This design comes from an exercise in tuning for small area, a short achievable clock period and few clock cycles per item on the open sky130 flow, not from production work.
Function was checked by simulation only, so behaviour that the tests miss may differ from the original.
Power and IR drop assume default switching activity.

==> flow/design.v (outline; a module is shown in full before it is edited, if it fits) <==
// module matvecmult: 2232 lines
// module mv_fa: 4 lines
// module mv_add7: 3 lines
// module mv_or2: 3 lines
// module mv_xnor2: 3 lines
module matvecmult(
    CLK,
    RST,
    vector_x,
    vector_b,
    vector_y,
    Q,
    A,
    finish
);
  // ...
==> flow/flow/run.sh <==
#!/bin/bash
set -euo pipefail
export PRE_GLOBAL_PLACE_TCL="$PWD/flow/buffer_ports.tcl"
bash standard.sh > standard_make.log 2>&1
==> flow/flow/buffer_ports.tcl <==
# Port buffers: buf_2 on the inputs that feed the partial products (Q and
# vector_x fan out to several gates), buf_1 on the other inputs and on the
# outputs.  Replaces the single buffer_ports call of global_place.tcl.
rename buffer_ports my_orig_buffer_ports
proc buffer_ports {args} {
  my_orig_buffer_ports -inputs -buffer_cell sky130_fd_sc_hd__buf_2
  my_orig_buffer_ports -outputs -buffer_cell sky130_fd_sc_hd__buf_1
  set small [get_lib_cells sky130_fd_sc_hd__buf_1]
  set n 0
  foreach port [get_ports {vector_b* RST}] {
    foreach pin [get_pins -of_objects [get_nets -of_objects $port]] {
      set inst [get_cells -of_objects $pin]
      if {[get_property [get_property $inst liberty_cell] name] eq "sky130_fd_sc_hd__buf_2"} {
        replace_cell $inst $small
        incr n
      }
    }
  }
  puts "buffer_ports.tcl: $n input buffers set to buf_1"
}
==> flow/standard.sh <==
#!/bin/bash
# synth_recipe.tcl (not shown) runs the flow's synth.tcl, then flattens the netlist and writes it again
# the make line also repeats each setting of config.mk as NAME=value (left out here)
make -C /OpenROAD-flow-scripts/flow DESIGN_CONFIG=/design/flow/config.mk WORK_HOME=/design/flow/orfs CLKGATE_MAP_FILE= SYNTH_SCRIPT=/design/flow/synth_recipe.tcl "${@:-finish}"
==> flow/config.mk <==
export PLATFORM = sky130hd
export DESIGN_NAME = matvecmult
export DESIGN_NICKNAME = matvecmult
export VERILOG_FILES = /design/flow/design.v
export SDC_FILE = /design/flow/constraint.sdc
export NUM_CORES = 4
export LEC_CHECK = 0
export CAP_MARGIN = 20
export CORE_MARGIN = 2
export CORE_UTILIZATION = 50
export SLEW_MARGIN = 20
export SYNTH_HIERARCHICAL = 1
export SYNTH_MINIMUM_KEEP_SIZE = 0
==> flow/constraint.sdc <==
create_clock -name core_clock -period 10.0 [get_ports {CLK}]
set_input_delay 2.0000 -clock core_clock [delete_from_list [all_inputs] [get_ports {CLK}]]
set_output_delay 2.0000 -clock core_clock [all_outputs]
set_load 0.01 [all_outputs]
==> summary.txt, run 1 <==
The total of flip-flops plus latches after synthesis is 239. The flow halted during global placement (3_3_place_gp). The initial core utilization is 51.0%. The run stopped with a tool error. The fraction of synthesized cell area in xor and xnor cells came out at 10.8%. The number of enable flip-flop cells after synthesis came out at 120. The share of synthesized flip-flops with an asynchronous set or reset came out at 4.60%. The fraction of the mapped netlist area in adder cells is 32.1%. The gate count of the mapped netlist came out at 1367. Yosys attributes the largest share of cell area to fa_1 32%, edfxtp_1 22%, dfxtp_1 13%. The tool reported: "[ERROR STA-0100] unsupported object type Port". The number of ports placed on the die boundary is 519. The synthesized cell area is 16200 sq um. The horizontal die dimension is 184 um. The synthesized net count is 2015. Of the post-synthesis cell area, the dominant cell type holds 31.7%. Among all cell types in the netlist, the one instantiated most often is nand2_1.

The fraction of the yosys area taken by sequential cells came out at 37.3%. The share of the synthesized area in compound gates (AO/OA/AOI/OAI) came out at 3.46%. The simple-gate area share of the yosys netlist is 12.0%.

After synthesis, the share of cell area in mux cells is 2.70%. The count of synthesis-stage warnings from yosys came out at 8. The cell row count came out at 65.

The number of different library cells used by synthesis comes to 44. The vertical die dimension came out at 184 um. The number of buffer cells added on primary ports came out at 486.

After synthesis, the most frequently instantiated cells are 470 x nand2_1, 256 x fa_1, 199 x xnor2_1. After synthesis, the largest family of logic cells by area is adder cells. In this run the mean area of a mapped cell was 11.8 sq um. The biggest area contributor in the post-synthesis netlist is fa_1. For this run, the leading register cell type out of synthesis is edfxtp_1.
Testbench counts, summed over its fixed seeds: cycles 43,200, items 2,400.
==> run 2: changes to the inputs <==
--- a/flow/flow/buffer_ports.tcl
+++ b/flow/flow/buffer_ports.tcl
@@ -8,9 +8,11 @@
   set small [get_lib_cells sky130_fd_sc_hd__buf_1]
   set n 0
-  foreach port [get_ports {vector_b* RST}] {
-    foreach pin [get_pins -of_objects [get_nets -of_objects $port]] {
-      set inst [get_cells -of_objects $pin]
-      if {[get_property [get_property $inst liberty_cell] name] eq "sky130_fd_sc_hd__buf_2"} {
-        replace_cell $inst $small
+  foreach bterm [[ord::get_db_block] getBTerms] {
+    set name [$bterm getName]
+    if {![string match {vector_b*} $name] && $name ne "RST"} { continue }
+    foreach iterm [[$bterm getNet] getITerms] {
+      set inst [$iterm getInst]
+      if {[[$inst getMaster] getName] eq "sky130_fd_sc_hd__buf_2"} {
+        replace_cell [get_cells [$inst getName]] $small
         incr n
       }
--- a/flow/config.mk
+++ b/flow/config.mk
@@ -8,5 +8,5 @@
 export CAP_MARGIN = 20
 export CORE_MARGIN = 2
-export CORE_UTILIZATION = 50
+export CORE_UTILIZATION = 40
 export SLEW_MARGIN = 20
 export SYNTH_HIERARCHICAL = 1
==> summary.txt, run 2 <==
Outcome: no timing/DRC/antenna violations (was stopped before the end). Setup violations remaining at the end of the flow were counted as 0. The cell count after placement came out at 2356. In the layout the commonest cells are 470 x nand2_1, 262 x buf_1, 256 x fa_1. The final weighted congestion in routability-driven placement came out at 0.908. The cell taking the most area after synthesis is fa_1 (unchanged). The total of hold buffers inserted after clock tree synthesis came out at 0.

The setup slack of the most critical reg-to-reg path came out at 6390 ps. Leaving out fill and tap cells, the most frequent cell in the layout is nand2_1. The number of gates given a new drive strength after cts came out at 0. The number of buffers added by the clock tree synthesis step came out at 26.

The synthesized cell area came out at 16200 sq um (unchanged). Along the worst hold path, the cell count comes to 0. The number of cells on the worst reg-to-reg path came out at 8. The detailed-route DRC error count is 0. The count of TritonRoute iterations in the first routing pass came out at 5. The detailed-route via count is 11900. The part of the cycle the worst path needs is 36.1%.

The pin count of the biggest net entering global routing came out at 74. The mean post-synth cell area came out at 11.8 sq um (unchanged). The dominant delay contributor by cell family on the critical path is adder cells. The startpoint-to-endpoint class of the critical path is reg2reg. The net count of the finished layout is 2507. Traced cell by cell, the critical path runs through fa_1 -> fa_1 -> fa_1 -> fa_1 -> fa_1 -> or3_1 -> xnor2_1 -> inv_1.

The per-cell via count in the routed design came out at 4.93. The internal power component came out at 4070 uW. Cell types occupying the most area after synthesis: fa_1 32%, edfxtp_1 22%, dfxtp_1 13% (unchanged).

By instance count, the cell type seen most on the critical path is fa_1. Setup repair after global routing left no endpoint under its margin. The share of synthesized flip-flops with an asynchronous set or reset is 4.60% (unchanged). Counting flops per register, the top entry is y_r. The fraction of the yosys area taken by sequential cells came out at 37.3% (unchanged). The power per standard cell area is 353 nW/um^2. The wire length of the first global-routing pass came out at 74100 um. The horizontal die dimension is 205 um (was 184 um).

Together, buffers and inverters on the worst path number 1. The clock passes through at most 3 buffers. In this run the worst hold path is classified as reg2reg. IR analysis of the VDD net gives a maximum drop of 0.000732 V. The placement-stage worst setup slack is 5870 ps.

The final standard cell count with taps included and fillers excluded came out at 2409. The fraction of final layout cells sized beyond drive strength 1 came out at 14.8%. The remaining max-slew budget at the tightest pin came out at 41.6%. The clock network fraction of total power came out at 13.8%. The register with the most flip-flops in the layout has 128 of them. Most frequent cells after synthesis: 470 x nand2_1, 256 x fa_1, 199 x xnor2_1 (unchanged). The largest fanout on the critical path came out at 2.

The reported leakage power is 0.00723 uW. The total global routing overflow came out at 0. The maximum cell stage delay along the critical path came out at 580 ps. The largest registers in the layout are y_r x128, cut1 x87, bsel x8. The capture instance of the worst register-to-register path is y_r[15][7].

The sum of routed wire length over all layers is 50200 um. The area growth from synthesis to layout is 21.5%. The final worst setup slack came out at 6390 ps. The kind of capture point of the worst setup path is a flip-flop. The dominant register cell in the synthesized netlist is edfxtp_1 (unchanged). For hold timing, the worst endpoint is b0_1. Counting I/O delays and the setup requirement, the final critical path takes 3610 ps. The via count of the first global-routing pass is 12800. Sequential cells burn 24.0% of the power.

Buffers added to address setup during post-CTS repair amount to 0. The post-synthesis cell type count came out at 44 (unchanged). The number of DRC markers after the initial detailed-route iteration is 673. The gate count of the mapped netlist came out at 1367 (unchanged).

The final hold violation count is 0. Counting every sink on the clock net gives 239. The deepest level of the CTS H-tree is 1. In the final layout, the multi-input gates occupy 9890 sq um. In the final routed layout, each cell accounts on average for 20.8 um. The count of fill cells added during filler insertion is 3781.

The total of flip-flops plus latches after synthesis is 239 (unchanged). Per report_power, the combinational group accounts for 62.1% of the total. The max-slew violation count is 0. The total global-route track usage is 23.8%. Based on the critical path, the design can be clocked at up to 277 MHz. The required time at the endpoint of the critical path is 10410 ps. The die covers 42100 sq um. The switching component of the power is 2870 uW. After clock tree synthesis, the clock-pin slew on the worst setup and hold paths is 60 ps.

The startpoint type of the worst setup path is a flip-flop. The clock latency of the later-clocked register in the worst-skew pair is 530 ps. The cell row count came out at 73 (was 65). TritonCTS built the clock tree. The number of antenna-violating nets in the routed design is 0.

The proportion of total power due to net switching came out at 41.3%. The worst-margin pin slew is 875 ps. The number of buffer cells added on primary ports came out at 486 (unchanged). In this run the standard cell core region covers 39800 sq um. The register area came out at 6040 sq um. The number of violations of the max-capacitance limit is 0.

The initial core utilization came to 40.6% (was 51.0%). The number of ports placed on the die boundary was 519 (unchanged). The share of the synthesized area in the top cell type is 31.7% (unchanged). The worst hold path begins at bsel[0].

The sum of negative setup slack came out at 0 ps. The number of enable flip-flop cells after synthesis is 120 (unchanged). The vertical die dimension is 205 um (was 184 um). The total half-perimeter wirelength after legalization and detailed placement came out at 43300 um.

The arrival time of data at the critical path endpoint came out at 4020 ps. The initial antenna violation count is 6. The clock tree root buffer cell is clkbuf_16. The worst clock skew came out at 15.7 ps. Among all stages on the critical path, the largest delay is contributed by fa_1. The most frequently used cell type in the post-synthesis netlist was nand2_1 (unchanged). The reg-to-reg startpoint is cut1[26]. The synthesized net count came out at 2015 (unchanged). The count of synthesis-stage warnings from yosys was 8 (unchanged).
## run 2: cell counts after synthesis
Identical to the previous run, type by type.
## run 2: logic make-up (layout without fill, tap and decap cells)
kind of cell	Yosys count	after routing	share of synthesized area (%)
flip-flops	239	239	37.3
other	0	5	0
multiplexers	42	42	2.70
AO/OA/AOI/OAI	76	76	3.46
AND/OR/NAND/NOR	504	504	12.0
adder cells (fa/ha/maj)	262	262	32.1
buffers and inverters	44	556	1.55
XOR/XNOR	200	200	10.8
## run 2: final cells by class
type,count,area share [%]
timing repair buffer,489,10.8
clock inverter,13,0.764
tap,525,3.34
inverter,19,0.363
antenna,5,0.0636
clock buffer,35,3.59
sequential,239,30.7
multi-input combinational,1084,50.3
## run 2: Yosys stat by module, one instance, submodules excluded
module | cells | copies in the design | cell area (sq um) | flip-flops and latches
matvecmult | 916 | 1 | 9360 | 239
mv_fa | 1 | 255 | 20.0 | 0
mv_or2 | 1 | 1 | 6.26 | 0
mv_xnor2 | 1 | 195 | 8.76 | 0
## run 2: layer usage
layer / global-route usage (%) / share of wire [%]
met2: 39.6 / 48
met3: 3.82 / 6.8
met4: 5.76 / 2.1
met1: 32.7 / 43
met5: 0 / 0.018
## run 2: how the worst max path moves through the flow
stage / from / to / slack (ps) / cells after the start
floorplan: Q[73] / cut1[12] / 6340 / 4
global placement: Q[0] / cut1[41] / 5850 / 5
detailed placement: Q[0] / cut1[41] / 5870 / 5
CTS: cut1[26] / y_r[15][7] / 6420 / 8
global route: cut1[26] / y_r[15][7] / 6330 / 8
finish: cut1[26] / y_r[15][7] / 6390 / 8
## run 2: per-stage QoR
stage	util, %	hold slack, ps	total power, uW	area, sq um
after global placement	47.2	312	5940	18800
after CTS	49.3	328	7000	19600
after floorplan	-	310	4840	16200
final	49.4	327	6930	19700
after detailed placement	47.2	313	6020	18800
after global routing	49.4	336	7420	19700
## run 2: power by group through the flow
stage	Sequential (uW)	Clock, uW	Combinational [uW]
2_1_floorplan	1670	0	3170
3_3_place_gp	1680	0	4250
3_5_place_dp	1690	0	4330
4_1_cts	1680	986	4340
5_1_grt	1700	1020	4700
6_report	1670	960	4310
==> run 3: changes to the inputs <==
--- a/flow/config.mk
+++ b/flow/config.mk
@@ -8,5 +8,5 @@
 export CAP_MARGIN = 20
 export CORE_MARGIN = 2
-export CORE_UTILIZATION = 40
+export CORE_UTILIZATION = 50
 export SLEW_MARGIN = 20
 export SYNTH_HIERARCHICAL = 1
==> summary.txt, run 3 <==
The mean post-synth cell area is 11.8 sq um (unchanged). Setup repair after global routing missed its margin: no (unchanged). The number of antenna-violating nets in the routed design is 0 (unchanged).

Most frequent cells after synthesis: 470 x nand2_1, 256 x fa_1, 199 x xnor2_1 (unchanged). The largest register by flop count is y_r (unchanged). The sum of routed wire length over all layers was 48000 um (was 50200 um).

The clock network fraction of total power is 14.2% (was 13.8%). The clock-pin transition on the worst setup and hold timing paths is 60 ps (about the same). The cell row count is 65 (was 73). The part of the cycle the worst path needs is 35.9% (was 36.1%). The peak supply drop came out at 0.000832 V (was 0.000732 V). The commonest non-fill, non-tap cell in the layout is nand2_1 (unchanged). The vertical die dimension came to 184 um (was 205 um).

The gate count of the mapped netlist came out at 1367 (unchanged). The number of buffers inserted to repair setup after CTS came out at 0 (unchanged). The synthesized cell area is 16200 sq um (unchanged).

The number of enable flip-flop cells after synthesis is 120 (unchanged). The area of the core is 31700 sq um (was 39800 sq um). The number of violations of the max-capacitance limit came out at 0 (unchanged). The most frequently used cell type in the post-synthesis netlist is nand2_1 (unchanged). The count of synthesis-stage warnings from yosys is 8 (unchanged). The minimum period implied by the final worst setup slack is 3590 ps (was 3610 ps).

The final routed wire length divided by cell count is 21.0 um (was 20.8 um). The per-cell via count in the routed design came to 5.17 (was 4.93). The total half-perimeter wirelength after legalization and detailed placement is 41200 um (was 43300 um). The part of the power in combinational logic is 61.5% (was 62.1%). The clock tree root buffer cell is clkbuf_16 (unchanged). The number of DRC markers after the initial detailed-route iteration came to 680 (was 673). The count of fill cells added during filler insertion is 2752 (was 3781). The final standard cell utilization of the core is 61.6% (was 49.4%).

The reported leakage power is 0.00725 uW (was 0.00723 uW). The standard cell area after detailed placement is 18600 sq um (was 18800 sq um). The total global routing overflow came out at 0 (unchanged). The switching component of the power came out at 2840 uW (was 2870 uW). The busiest layer in global routing was met2 (unchanged). The fraction of final layout cells sized beyond drive strength 1 was 15.2% (was 14.8%). The number of gates given a new drive strength after cts is 0 (unchanged).

The total of flip-flops plus latches after synthesis came out at 239 (unchanged). The worst clock skew came out at 21.9 ps (was 15.7 ps). The clock tree buffer depth is 3 (unchanged). The proportion of total power due to net switching was 41.0% (was 41.3%). The internal power component is 4080 uW (was 4070 uW). The count of final setup violators came to 0 (unchanged).

The global routing usage on met3 is 4.56% (was 3.82%). The sequential group share of total power came out at 24.3% (was 24.0%). The clock latency of the later-clocked register in the worst-skew pair came out at 550 ps (was 530 ps). The wire length of the first global-routing pass is 71300 um (was 74100 um). The number of flip-flops under the largest register name was 128 (unchanged). The worst-margin pin slew is 895 ps (was 875 ps). The dominant register cell in the synthesized netlist is edfxtp_1 (unchanged). The post-synthesis cell type count is 44 (unchanged). The arrival time of data at the critical path endpoint is 3990 ps (was 4020 ps). The synthesized net count was 2015 (unchanged). The cell taking the most area after synthesis is fa_1 (unchanged).

The synthesis-to-layout area growth is 20.8% (was 21.5%). The number of buffers added by the clock tree synthesis step is 26 (unchanged). The final cell area excluding filler cells is 19600 sq um (was 19700 sq um). The met1 usage is 36.1% (was 32.7%). The total of hold buffers inserted after clock tree synthesis is 0 (unchanged). The final weighted congestion in routability-driven placement came out at 0.913 (was 0.908). The net count of the finished layout is 2506 (was 2507). The final hold violation count is 0 (unchanged). The sum of negative setup slack is 0 ps (unchanged).

The number of ports placed on the die boundary came out at 519 (unchanged). The CTS tree is yes (unchanged). The share of synthesized flip-flops with an asynchronous set or reset came to 4.60% (unchanged). The kind of capture point of the worst setup path is a flip-flop (unchanged).

The power per standard cell area came out at 354 nW/um^2 (was 353 nW/um^2). The initial antenna violation count came to 8 (was 6). The total global-route track usage came out at 28.5% (was 23.8%).

The deepest level of the CTS H-tree came out at 1 (unchanged). The horizontal die dimension came to 184 um (was 205 um). Outcome: no timing/DRC/antenna violations (unchanged). The largest fanout on the critical path came to 7 (was 2). The initial core utilization came to 51.0% (was 40.6%). The count of TritonRoute iterations in the first routing pass is 5 (unchanged).

The detailed-route via count is 11800 (was 11900). Commonest non-fill, non-tap cells in the layout: 470 x nand2_1, 262 x buf_1, 256 x fa_1 (unchanged). The number of buffer cells added on primary ports is 486 (unchanged).

The remaining max-slew budget at the tightest pin is 40.3% (was 41.6%). The fraction of the yosys area taken by sequential cells is 37.3% (unchanged). The pin count of the biggest net entering global routing is 71 (was 74). The startpoint-to-endpoint class of the critical path is in2reg (was reg2reg). The detailed-route DRC error count is 0 (unchanged). The maximum clock frequency came out at 278 MHz (was 277 MHz).

Cell types occupying the most area after synthesis: fa_1 32%, edfxtp_1 22%, dfxtp_1 13% (unchanged). The share of the synthesized area in the top cell type is 31.7% (unchanged). The die area was 33800 sq um (was 42100 sq um). The required time at the endpoint of the critical path is 10400 ps (was 10410 ps). The met2 capacity usage during global routing is 50.2% (was 39.6%). The max-slew violation count is 0 (unchanged).

The number of sinks driven by the clock tree came to 239 (unchanged). Largest regs: y_r x128, cut1 x87, bsel x8 (unchanged). The startpoint type of the worst setup path was an input pin (was flip-flop). The via count of the first global-routing pass came out at 12300 (was 12800). The worst min-delay path category is reg2reg (unchanged).
run 3: final timing paths:
check	start	to	slack, ps	cells past startpoint
setup reg to reg	cut1[33]	y_r[15][7]	6450	8
setup / recovery	Q[0]	cut1[25]	6410	5
max in group asynchronous	RST	cnt[1]	8200	2
min in group asynchronous	RST	done	1460	2
hold / removal	val[1]	val[2]	320	0
hold reg to reg	val[1]	val[2]	320	0
run 3: power by group through the flow:
stage / clock (uW) / sequential [uW] / combinational [uW]
6_report: 986 / 1680 / 4260
5_1_grt: 1050 / 1720 / 4770
4_1_cts: 1010 / 1680 / 4330
3_5_place_dp: 0 / 1700 / 4290
3_3_place_gp: 0 / 1690 / 4260
2_1_floorplan: 0 / 1670 / 3170
run 3: Yosys stat by module, one instance, submodules excluded:
module / flops+latches / area (sq um) / cells inside / copies in the design
matvecmult: 239 / 9360 / 916 / 1
mv_fa: 0 / 20.0 / 1 / 255
mv_or2: 0 / 6.26 / 1 / 1
mv_xnor2: 0 / 8.76 / 1 / 195
run 3: metal layers:
layer / wire length (um) / share of wire (%)
met5: 0 / 0
met4: 1460 / 3.0
met3: 3550 / 7.4
met2: 24300 / 51
met1: 18700 / 39
run 3: cell families after synthesis:
group,synth area share [%]
mux,2.70
xor+xnor,10.8
compound gates,3.46
fa+ha+maj,32.1
simple gates,12.0
buf+inv,1.55
flops,37.3
run 3: worst max-delay path, stage by stage:
cell     delay (ps)
buf_2           230
nand2_1         200
fa_1            540
fa_1            560
fa_1            450
run 3: area by class of cell:
cell class / count / area (sq um) / area share, %
Inverter: 19 / 71.3 / 0.365
Clock buffer: 38 / 766 / 3.92
Sequential cell: 239 / 6050 / 30.9
Timing Repair Buffer: 488 / 2120 / 10.8
Antenna cell: 9 / 22.5 / 0.115
Multi-Input combinational cell: 1084 / 9890 / 50.6
Clock inverter: 10 / 130 / 0.666
Tap cell: 402 / 503 / 2.57
run 3: per-stage QoR:
| stage | setup WS (ps) | hold WS [ps] | std cells | power [uW] |
|---|---|---|---|---|
| 2_1_floorplan | 6340 | 310 | 1367 | 4840 |
| 3_3_place_gp | 5880 | 312 | 2232 | 5950 |
| 3_5_place_dp | 5870 | 315 | 2232 | 5990 |
| 4_1_cts | 6420 | 326 | 2280 | 7020 |
| 5_1_grt | 6330 | 324 | 2288 | 7540 |
| 6_report | 6410 | 322 | 2289 | 6930 |

==> port drivers added, routing unchanged <==
In the flow no input, the clock included, has a driving cell. The finished layouts below were timed again as built, in two steps. Step 1 (the two cells are an assumption about what drives the block):
set clk [get_ports {CLK}]
set_driving_cell -lib_cell sky130_fd_sc_hd__clkbuf_16 $clk
set_driving_cell -lib_cell sky130_fd_sc_hd__buf_2 [delete_from_list [all_inputs] $clk]
Step 2 adds t to the input delays and takes it off the output delays; t is the mean of the earliest and latest rising clock arrival at the registers after step 1. Input paths then give back, and output paths get back, about the clock's delay inside the block. Three values: ideal ports, drivers, drivers and shift; two values: the first two.
run	shift t [ns]	setup WS [ns]	worst setup path at the end
run 2	0.570	6.394 / 6.394 / 5.856	input to register
run 3	0.573	6.408 / 6.419 / 5.846	input to register
After both steps every run listed still meets setup and hold. The setup slack of run 3, which loses most, moves by +0.011 ns with the drivers and by -0.562 ns with both steps.
